Context: an optimization exercise on an open-source flow, tuned for small area, a short achievable clock period and few clock cycles per item. The choices shown serve that exercise and are no tape-out recipe.

==> inputs of v28 <==
Design sigmoid_unit, start of the top module:
module sigmoid_unit (
    input  wire               clk,
    input  wire               rst,
    input  wire               in_valid,
    input  wire signed [15:0] net_in,
    output wire               out_valid,
    output wire signed [31:0] f_net,
    output wire signed [31:0] x,
    output wire signed [31:0] y,
    output wire signed [31:0] z
);
reg [15:0] net_q;
reg        v0;
always @(posedge clk) begin
    net_q <= net_in;
    v0    <= in_valid & ~rst;
end
wire        s0 = net_q[15];
wire [15:0] d0 = ((net_q ^ {16{s0}}) + {15'd0, s0} + 16'd1000);
wire [10:0] tk9 = 11'd1953;
wire [10:0] df9;
wire        ge9;
pfx_row_h3_11_11 row9 (.t(tk9), .d(d0[10:0]), .hz(~|d0[15:11]), .ge(ge9), .r(df9));
wire [10:0] tr9 = df9;
wire [11:0] tk8 = {tr9, 1'b0};
wire [11:0] df8;
wire        ge8;
pfx_row_h3_12_12 row8 (.t(tk8), .d(d0[11:0]), .hz(~|d0[15:12]), .ge(ge8), .r(df8));
wire [11:0] tr8 = df8;
wire [12:0] tk7 = {tr8, 1'b0};
wire [12:0] df7;
wire        ge7;
pfx_row_h3_13_13 row7 (.t(tk7), .d(d0[12:0]), .hz(~|d0[15:13]), .ge(ge7), .r(df7));
wire [12:0] tr7 = df7;
wire [13:0] tk6 = {tr7, 1'b0};
wire [13:0] df6;
wire        ge6;
pfx_row_h3_14_14 row6 (.t(tk6), .d(d0[13:0]), .hz(~|d0[15:14]), .ge(ge6), .r(df6));
wire [13:0] tr6 = df6;
wire [14:0] tk5 = {tr6, 1'b1};
wire [14:0] df5;
wire        ge5;
pfx_row_h3_15_15 row5 (.t(tk5), .d(d0[14:0]), .hz(~|d0[15:15]), .ge(ge5), .r(df5));
wire [14:0] tr5 = df5;
reg [15:0] d1;
reg        s1;
reg        v1;
reg [14:0] t1;
reg        q9_1;
reg        q8_1;
reg        q7_1;
  ...
export LEC_CHECK = 0
export ABC_AREA = 1
export CAP_MARGIN = 20
export CORE_MARGIN = 2
export CORE_UTILIZATION = 40
export CTS_BUF_LIST = sky130_fd_sc_hd__clkbuf_4 sky130_fd_sc_hd__clkbuf_8
export SLEW_MARGIN = 20
create_clock -name core_clock -period 62.0 [get_ports {clk}]
standard.sh (not shown) runs the stock make flow with config.mk's settings and CLKGATE_MAP_FILE= SYNTH_SCRIPT=/design/flow/synth_recipe.tcl, a recipe that flattens the netlist after the stock synthesis.
==> flow/flow/run.sh <==
#!/bin/bash
set -euo pipefail
export BUFFER_PORTS_ARGS="-buffer_cell sky130_fd_sc_hd__buf_1"
# one tie cell drives all constant outputs
export SKIP_REPAIR_TIE_FANOUT=1
bash standard.sh > standard.log 2>&1
==> v13: changes against v28 <==
--- a/flow/design.v
+++ b/flow/design.v
@@ -61,35 +61,35 @@
     q7_1 <= ge7;
     q6_1 <= ge6;
     q5_1 <= ge5;
 end
 wire [15:0] tk4 = {t1, 1'b1};
 wire [15:0] df4;
 wire        ge4;
-pfx_row_h3_16_16 row4 (.t(tk4), .d(d1[15:0]), .hz(1'b1), .ge(ge4), .r(df4));
+pfx_row_bk_16_16 row4 (.t(tk4), .d(d1[15:0]), .hz(1'b1), .ge(ge4), .r(df4));
 wire [15:0] tr4 = df4;
 wire [16:0] tk3 = {tr4, 1'b1};
 wire [15:0] df3;
 wire        ge3;
-pfx_row_h3_17_16 row3 (.t(tk3), .d(d1[15:0]), .hz(1'b1), .ge(ge3), .r(df3));
+pfx_row_bk_17_16 row3 (.t(tk3), .d(d1[15:0]), .hz(1'b1), .ge(ge3), .r(df3));
 wire [15:0] tr3 = df3;
 wire [16:0] tk2 = {tr3, 1'b1};
 wire [15:0] df2;
 wire        ge2;
-pfx_row_h3_17_16 row2 (.t(tk2), .d(d1[15:0]), .hz(1'b1), .ge(ge2), .r(df2));
+pfx_row_bk_17_16 row2 (.t(tk2), .d(d1[15:0]), .hz(1'b1), .ge(ge2), .r(df2));
 wire [15:0] tr2 = df2;
 wire [16:0] tk1 = {tr2, 1'b1};
 wire [15:0] df1;
 wire        ge1;
-pfx_row_h3_17_16 row1 (.t(tk1), .d(d1[15:0]), .hz(1'b1), .ge(ge1), .r(df1));
+pfx_row_bk_17_16 row1 (.t(tk1), .d(d1[15:0]), .hz(1'b1), .ge(ge1), .r(df1));
 wire [15:0] tr1 = df1;
 wire [16:0] tk0 = {tr1, 1'b1};
 wire [15:0] df0;
 wire        ge0;
-pfx_row_h3_17_16 row0 (.t(tk0), .d(d1[15:0]), .hz(1'b1), .ge(ge0), .r(df0));
+pfx_row_bk_17_16 row0 (.t(tk0), .d(d1[15:0]), .hz(1'b1), .ge(ge0), .r(df0));
 wire [8:0]  qh = {q9_1, q8_1, q7_1, q6_1, q5_1, ge4, ge3, ge2, ge1};
 wire        q0 = ge0;
 wire [8:0] v;
 wire [9:0] v_p, v_g;
 assign v_g[0] = 1'b0; assign v_p[0] = 1'b0;
 assign v_p[1] = (~qh[0]) ^ (1'b0); assign v_g[1] = (~qh[0]) & (1'b0);
 assign v_p[2] = (~qh[1]) ^ (1'b0); assign v_g[2] = (~qh[1]) & (1'b0);
@@ -312,14 +312,16 @@
 assign qh1[9] = qh1_p[10] ^ qh1_g3_9;
 wire [9:0]  yv  = s1 ? (q0 ? {nv[8:0], 1'b0} : {~v, 1'b1}) : {v, ~q0};
 wire [9:0]  zv  = s1 ? (q0 ? qh1 : {1'b0, qh}) : zp;
 wire        yneg0 = s1 & (d1 >= 16'd1002);
 wire        yneg1 = s1 & (d1 != 16'd1001);
 wire        yneg2 = s1 & ((|d1[15:10]) | (d1[9:0] >= 10'd1002));
 wire        yneg3 = s1 & (d1[15:1] != 15'd500);
+wire        yneg4 = s1 & (d1 > 16'd1001);
+wire        yneg5 = s1 & ((|d1[15:11]) | (d1[10:0] > 11'd1001));
 wire [15:0] nn;
 wire [16:0] nn_p, nn_g;
 assign nn_g[0] = 1'b0; assign nn_p[0] = 1'b0;
 assign nn_p[1] = (d1[0] ^ s1) ^ (s1); assign nn_g[1] = (d1[0] ^ s1) & (s1);
 assign nn_p[2] = (d1[1] ^ s1) ^ (1'b0); assign nn_g[2] = (d1[1] ^ s1) & (1'b0);
 assign nn_p[3] = (d1[2] ^ s1) ^ (1'b0); assign nn_g[3] = (d1[2] ^ s1) & (1'b0);
 assign nn_p[4] = (d1[3] ^ s1) ^ (1'b1); assign nn_g[4] = (d1[3] ^ s1) & (1'b1);
@@ -564,34 +566,36 @@
 assign xx[17] = xx_p[18] ^ xx_g16_17;
 assign xx[18] = xx_p[19] ^ xx_g17_18;
 assign xx[19] = xx_p[20] ^ xx_g18_19;
 assign xx[20] = xx_p[21] ^ xx_g19_20;
 assign xx[21] = xx_p[22] ^ xx_g20_21;
 reg        vo;
 reg [2:0] xs;
-reg [3:0] ys;
+reg [5:0] ys;
 reg [21:0] xr;
 reg [9:0]  yr;
 reg [9:0]  zr;
 always @(posedge clk) begin
     vo <= v1 & ~rst;
     xs[0] <= s1;
     xs[1] <= s1 & (d1 != 16'd1000);
     xs[2] <= nn[15];
     ys[0] <= yneg0;
     ys[1] <= yneg1;
     ys[2] <= yneg2;
     ys[3] <= yneg3;
+    ys[4] <= yneg4;
+    ys[5] <= yneg5;
     xr <= xx;
     yr <= yv;
     zr <= zv;
 end
 assign out_valid = vo;
 assign x     = {xs[0], xs[0], xs[0], xs[1], xs[1], xs[2], xs[2], xr, 3'b000};
-assign y     = {ys[0], ys[0], ys[0], ys[0], ys[0], ys[0], ys[1], ys[1], ys[1], ys[1], ys[1], ys[2], ys[2], ys[2], ys[2], ys[2], ys[2], ys[3], ys[3], ys[3], ys[3], ys[3], yr};
+assign y     = {ys[0], ys[0], ys[0], ys[0], ys[1], ys[1], ys[1], ys[1], ys[2], ys[2], ys[2], ys[3], ys[3], ys[3], ys[3], ys[4], ys[4], ys[4], ys[4], ys[5], ys[5], ys[5], yr};
 assign z     = {21'd0, zr, yr[0]};
 assign f_net = {22'd0, zr};
 endmodule
 module pfx_row_h3_11_11 (
     input  wire [10:0] t,
     input  wire [10:0] d,
     input  wire        hz,
@@ -854,137 +858,143 @@
 wire g5_13 = g0_13 | (p0_13 & g3_11);
 wire p5_13 = p0_13 & p3_11;
 wire [14:0] bi = {g5_13, g5_12, g3_11, g5_10, g5_9, g3_8, g5_7, g5_6, g2_5, g5_4, g5_3, g1_2, g0_1, g[0], 1'b0};
 assign ge = hz & ~g4_14;
 wire [14:0] df = t ^ dd ^ bi;
 assign r  = ge ? df[14:0] : t[14:0];
 endmodule
-module pfx_row_h3_16_16 (
+module pfx_row_bk_16_16 (
     input  wire [15:0] t,
     input  wire [15:0] d,
     input  wire        hz,
     output wire        ge,
     output wire [15:0] r
 );
 wire [15:0] dd = d;
 wire [15:0] p = ~(t ^ dd);    
 wire [15:0] g = ~t & dd;      
 wire g0_1 = g[1] | (p[1] & g[0]);
 wire p0_1 = p[1] & p[0];
-wire g0_4 = g[4] | (p[4] & g[3]);
-wire p0_4 = p[4] & p[3];
+wire g0_3 = g[3] | (p[3] & g[2]);
+wire p0_3 = p[3] & p[2];
+wire g0_5 = g[5] | (p[5] & g[4]);
+wire p0_5 = p[5] & p[4];
 wire g0_7 = g[7] | (p[7] & g[6]);
 wire p0_7 = p[7] & p[6];
-wire g0_10 = g[10] | (p[10] & g[9]);
-wire p0_10 = p[10] & p[9];
+wire g0_9 = g[9] | (p[9] & g[8]);
+wire p0_9 = p[9] & p[8];
+wire g0_11 = g[11] | (p[11] & g[10]);
+wire p0_11 = p[11] & p[10];
 wire g0_13 = g[13] | (p[13] & g[12]);
 wire p0_13 = p[13] & p[12];
-wire g1_2 = g[2] | (p[2] & g0_1);
-wire p1_2 = p[2] & p0_1;
-wire g1_5 = g[5] | (p[5] & g0_4);
-wire p1_5 = p[5] & p0_4;
-wire g1_8 = g[8] | (p[8] & g0_7);
-wire p1_8 = p[8] & p0_7;
-wire g1_11 = g[11] | (p[11] & g0_10);
-wire p1_11 = p[11] & p0_10;
-wire g1_14 = g[14] | (p[14] & g0_13);
-wire p1_14 = p[14] & p0_13;
-wire g2_5 = g1_5 | (p1_5 & g1_2);
-wire p2_5 = p1_5 & p1_2;
-wire g2_11 = g1_11 | (p1_11 & g1_8);
-wire p2_11 = p1_11 & p1_8;
-wire g3_8 = g1_8 | (p1_8 & g2_5);
-wire p3_8 = p1_8 & p2_5;
-wire g3_11 = g2_11 | (p2_11 & g2_5);
-wire p3_11 = p2_11 & p2_5;
-wire g4_14 = g1_14 | (p1_14 & g3_11);
-wire p4_14 = p1_14 & p3_11;
-wire g5_3 = g[3] | (p[3] & g1_2);
-wire p5_3 = p[3] & p1_2;
-wire g5_4 = g0_4 | (p0_4 & g1_2);
-wire p5_4 = p0_4 & p1_2;
-wire g5_6 = g[6] | (p[6] & g2_5);
-wire p5_6 = p[6] & p2_5;
-wire g5_7 = g0_7 | (p0_7 & g2_5);
-wire p5_7 = p0_7 & p2_5;
-wire g5_9 = g[9] | (p[9] & g3_8);
-wire p5_9 = p[9] & p3_8;
-wire g5_10 = g0_10 | (p0_10 & g3_8);
-wire p5_10 = p0_10 & p3_8;
-wire g5_12 = g[12] | (p[12] & g3_11);
-wire p5_12 = p[12] & p3_11;
-wire g5_13 = g0_13 | (p0_13 & g3_11);
-wire p5_13 = p0_13 & p3_11;
-wire g5_15 = g[15] | (p[15] & g4_14);
-wire p5_15 = p[15] & p4_14;
-wire [15:0] bi = {g4_14, g5_13, g5_12, g3_11, g5_10, g5_9, g3_8, g5_7, g5_6, g2_5, g5_4, g5_3, g1_2, g0_1, g[0], 1'b0};
-assign ge = hz & ~g5_15;
+wire g0_15 = g[15] | (p[15] & g[14]);
+wire p0_15 = p[15] & p[14];
+wire g1_3 = g0_3 | (p0_3 & g0_1);
+wire p1_3 = p0_3 & p0_1;
+wire g1_7 = g0_7 | (p0_7 & g0_5);
+wire p1_7 = p0_7 & p0_5;
+wire g1_11 = g0_11 | (p0_11 & g0_9);
+wire p1_11 = p0_11 & p0_9;
+wire g1_15 = g0_15 | (p0_15 & g0_13);
+wire p1_15 = p0_15 & p0_13;
+wire g2_7 = g1_7 | (p1_7 & g1_3);
+wire p2_7 = p1_7 & p1_3;
+wire g2_15 = g1_15 | (p1_15 & g1_11);
+wire p2_15 = p1_15 & p1_11;
+wire g3_15 = g2_15 | (p2_15 & g2_7);
+wire p3_15 = p2_15 & p2_7;
+wire g4_11 = g1_11 | (p1_11 & g2_7);
+wire p4_11 = p1_11 & p2_7;
+wire g5_5 = g0_5 | (p0_5 & g1_3);
+wire p5_5 = p0_5 & p1_3;
+wire g5_9 = g0_9 | (p0_9 & g2_7);
+wire p5_9 = p0_9 & p2_7;
+wire g5_13 = g0_13 | (p0_13 & g4_11);
+wire p5_13 = p0_13 & p4_11;
+wire g6_2 = g[2] | (p[2] & g0_1);
+wire p6_2 = p[2] & p0_1;
+wire g6_4 = g[4] | (p[4] & g1_3);
+wire p6_4 = p[4] & p1_3;
+wire g6_6 = g[6] | (p[6] & g5_5);
+wire p6_6 = p[6] & p5_5;
+wire g6_8 = g[8] | (p[8] & g2_7);
+wire p6_8 = p[8] & p2_7;
+wire g6_10 = g[10] | (p[10] & g5_9);
+wire p6_10 = p[10] & p5_9;
+wire g6_12 = g[12] | (p[12] & g4_11);
+wire p6_12 = p[12] & p4_11;
+wire g6_14 = g[14] | (p[14] & g5_13);
+wire p6_14 = p[14] & p5_13;
+wire [15:0] bi = {g6_14, g5_13, g6_12, g4_11, g6_10, g5_9, g6_8, g2_7, g6_6, g5_5, g6_4, g1_3, g6_2, g0_1, g[0], 1'b0};
+assign ge = hz & ~g3_15;
 wire [15:0] df = t ^ dd ^ bi;
 assign r  = ge ? df[15:0] : t[15:0];
 endmodule
-module pfx_row_h3_17_16 (
+module pfx_row_bk_17_16 (
     input  wire [16:0] t,
     input  wire [15:0] d,
     input  wire        hz,
     output wire        ge,
     output wire [15:0] r
 );
 wire [16:0] dd = {1'd0, d};
 wire [16:0] p = ~(t ^ dd);    
 wire [16:0] g = ~t & dd;      
 wire g0_1 = g[1] | (p[1] & g[0]);
 wire p0_1 = p[1] & p[0];
-wire g0_4 = g[4] | (p[4] & g[3]);
-wire p0_4 = p[4] & p[3];
+wire g0_3 = g[3] | (p[3] & g[2]);
+wire p0_3 = p[3] & p[2];
+wire g0_5 = g[5] | (p[5] & g[4]);
+wire p0_5 = p[5] & p[4];
 wire g0_7 = g[7] | (p[7] & g[6]);
 wire p0_7 = p[7] & p[6];
-wire g0_10 = g[10] | (p[10] & g[9]);
-wire p0_10 = p[10] & p[9];
+wire g0_9 = g[9] | (p[9] & g[8]);
+wire p0_9 = p[9] & p[8];
+wire g0_11 = g[11] | (p[11] & g[10]);
+wire p0_11 = p[11] & p[10];
 wire g0_13 = g[13] | (p[13] & g[12]);
 wire p0_13 = p[13] & p[12];
-wire g0_16 = g[16] | (p[16] & g[15]);
-wire p0_16 = p[16] & p[15];
-wire g1_2 = g[2] | (p[2] & g0_1);
-wire p1_2 = p[2] & p0_1;
-wire g1_5 = g[5] | (p[5] & g0_4);
-wire p1_5 = p[5] & p0_4;
-wire g1_8 = g[8] | (p[8] & g0_7);
-wire p1_8 = p[8] & p0_7;
-wire g1_11 = g[11] | (p[11] & g0_10);
-wire p1_11 = p[11] & p0_10;
-wire g1_14 = g[14] | (p[14] & g0_13);
-wire p1_14 = p[14] & p0_13;
-wire g2_5 = g1_5 | (p1_5 & g1_2);
-wire p2_5 = p1_5 & p1_2;
-wire g2_11 = g1_11 | (p1_11 & g1_8);
-wire p2_11 = p1_11 & p1_8;
-wire g3_8 = g1_8 | (p1_8 & g2_5);
-wire p3_8 = p1_8 & p2_5;
-wire g3_11 = g2_11 | (p2_11 & g2_5);
-wire p3_11 = p2_11 & p2_5;
-wire g4_14 = g1_14 | (p1_14 & g3_11);
-wire p4_14 = p1_14 & p3_11;
-wire g5_3 = g[3] | (p[3] & g1_2);
-wire p5_3 = p[3] & p1_2;
-wire g5_4 = g0_4 | (p0_4 & g1_2);
-wire p5_4 = p0_4 & p1_2;
-wire g5_6 = g[6] | (p[6] & g2_5);
-wire p5_6 = p[6] & p2_5;
-wire g5_7 = g0_7 | (p0_7 & g2_5);
-wire p5_7 = p0_7 & p2_5;
-wire g5_9 = g[9] | (p[9] & g3_8);
-wire p5_9 = p[9] & p3_8;
-wire g5_10 = g0_10 | (p0_10 & g3_8);
-wire p5_10 = p0_10 & p3_8;
-wire g5_12 = g[12] | (p[12] & g3_11);
-wire p5_12 = p[12] & p3_11;
-wire g5_13 = g0_13 | (p0_13 & g3_11);
-wire p5_13 = p0_13 & p3_11;
-wire g5_15 = g[15] | (p[15] & g4_14);
-wire p5_15 = p[15] & p4_14;
-wire g5_16 = g0_16 | (p0_16 & g4_14);
-wire p5_16 = p0_16 & p4_14;
-wire [16:0] bi = {g5_15, g4_14, g5_13, g5_12, g3_11, g5_10, g5_9, g3_8, g5_7, g5_6, g2_5, g5_4, g5_3, g1_2, g0_1, g[0], 1'b0};
-assign ge = hz & ~g5_16;
+wire g0_15 = g[15] | (p[15] & g[14]);
+wire p0_15 = p[15] & p[14];
+wire g1_3 = g0_3 | (p0_3 & g0_1);
+wire p1_3 = p0_3 & p0_1;
+wire g1_7 = g0_7 | (p0_7 & g0_5);
+wire p1_7 = p0_7 & p0_5;
+wire g1_11 = g0_11 | (p0_11 & g0_9);
+wire p1_11 = p0_11 & p0_9;
+wire g1_15 = g0_15 | (p0_15 & g0_13);
+wire p1_15 = p0_15 & p0_13;
+wire g2_7 = g1_7 | (p1_7 & g1_3);
+wire p2_7 = p1_7 & p1_3;
+wire g2_15 = g1_15 | (p1_15 & g1_11);
+wire p2_15 = p1_15 & p1_11;
+wire g3_15 = g2_15 | (p2_15 & g2_7);
+wire p3_15 = p2_15 & p2_7;
+wire g4_11 = g1_11 | (p1_11 & g2_7);
+wire p4_11 = p1_11 & p2_7;
+wire g5_5 = g0_5 | (p0_5 & g1_3);
+wire p5_5 = p0_5 & p1_3;
+wire g5_9 = g0_9 | (p0_9 & g2_7);
+wire p5_9 = p0_9 & p2_7;
+wire g5_13 = g0_13 | (p0_13 & g4_11);
+wire p5_13 = p0_13 & p4_11;
+wire g6_2 = g[2] | (p[2] & g0_1);
+wire p6_2 = p[2] & p0_1;
+wire g6_4 = g[4] | (p[4] & g1_3);
+wire p6_4 = p[4] & p1_3;
+wire g6_6 = g[6] | (p[6] & g5_5);
+wire p6_6 = p[6] & p5_5;
+wire g6_8 = g[8] | (p[8] & g2_7);
+wire p6_8 = p[8] & p2_7;
+wire g6_10 = g[10] | (p[10] & g5_9);
+wire p6_10 = p[10] & p5_9;
+wire g6_12 = g[12] | (p[12] & g4_11);
+wire p6_12 = p[12] & p4_11;
+wire g6_14 = g[14] | (p[14] & g5_13);
+wire p6_14 = p[14] & p5_13;
+wire g6_16 = g[16] | (p[16] & g3_15);
+wire p6_16 = p[16] & p3_15;
+wire [16:0] bi = {g3_15, g6_14, g5_13, g6_12, g4_11, g6_10, g5_9, g6_8, g2_7, g6_6, g5_5, g6_4, g1_3, g6_2, g0_1, g[0], 1'b0};
+assign ge = hz & ~g6_16;
 wire [16:0] df = t ^ dd ^ bi;
 assign r  = ge ? df[15:0] : t[15:0];
 endmodule
==> qor summary <==
| item | v13 | v28 |
|---|---|---|
| Count of buffer and inverter cells on the critical path | 1 | 11 |
| Total Nets Final | 1,722 | 1,626 |
| Number of cells in the design after placement | 1,850 | 1,728 |
| Share of final layout cell area taken by non-clock buffers | 3.444% | 3.678% |
| Slew HR | 38.54% | 30.39% |
| Result of the run | finished clean | finished clean |
| Maximum number of pins on one net before global-route repair | 52 | 47 |
| Proportion of synthesized area in mux cells | 0.08833% | 0.4616% |
| Worst reg2reg path endpoint | t1[13]$_DFF_P_ | t1[2]$_DFF_P_ |
| Fraction of met3 tracks used by global routing | 2.197% | 2.408% |
| Final critical-path setup slack | 48,670 ps | 46,770 ps |
| Yosys cell types | 48 | 51 |
| Post-synthesis area per instance | 7.672 sq um | 7.784 sq um |
| Type of the worst setup path | reg2out | reg2reg |
| Area share of xor/xnor cells in the synthesized design | 7.342% | 9.289% |
| Fraction of standard cell area that is sequential | 18.04% | 18.55% |
| First-pass GRT wire length | 40.03 mm | 36.69 mm |
| Share of Yosys cell area claimed by the top area cell type | 18.55% | 19.02% |
| Signal buffers | 104 | 105 |
| Area of the placeable core | 27,860 sq um | 26,800 sq um |
| GRT Resource Usage Total | 16.59% | 15.62% |
| Fraction of standard cell area in multi-input logic | 66.60% | 65.62% |
No functional check of the RTL was part of any run of this note.

-- static timing again, ports no longer ideal --
How much do the figures lean on ideal ports? The routed layouts below were timed once more, with nothing changed but the port constraints. Step 1 sets driving cells, clkbuf_16 on the clock port and buf_2 on the other inputs (assumed; they add their load-dependent delay and slew). Step 2, shift: input delay + t, output delay - t, t = (earliest + latest rising clock arrival at the registers) / 2. This alone moves slack from input paths to output paths. a / b / c = ideal / step 1 / step 2; a / b = the first two.
run	t (ns)	slack for setup (ns)	worst setup path at the end	latest minus earliest clock arrival (ns)	cell pins on the clock port's net
v28	0.426	46.767 / 46.767 / 46.767	register to register	0.014 / 0.014	1
v13	0.418	48.675 / 48.640 / 49.058	register to output	0.018 / 0.018	1
After both steps every run listed still meets setup and hold.
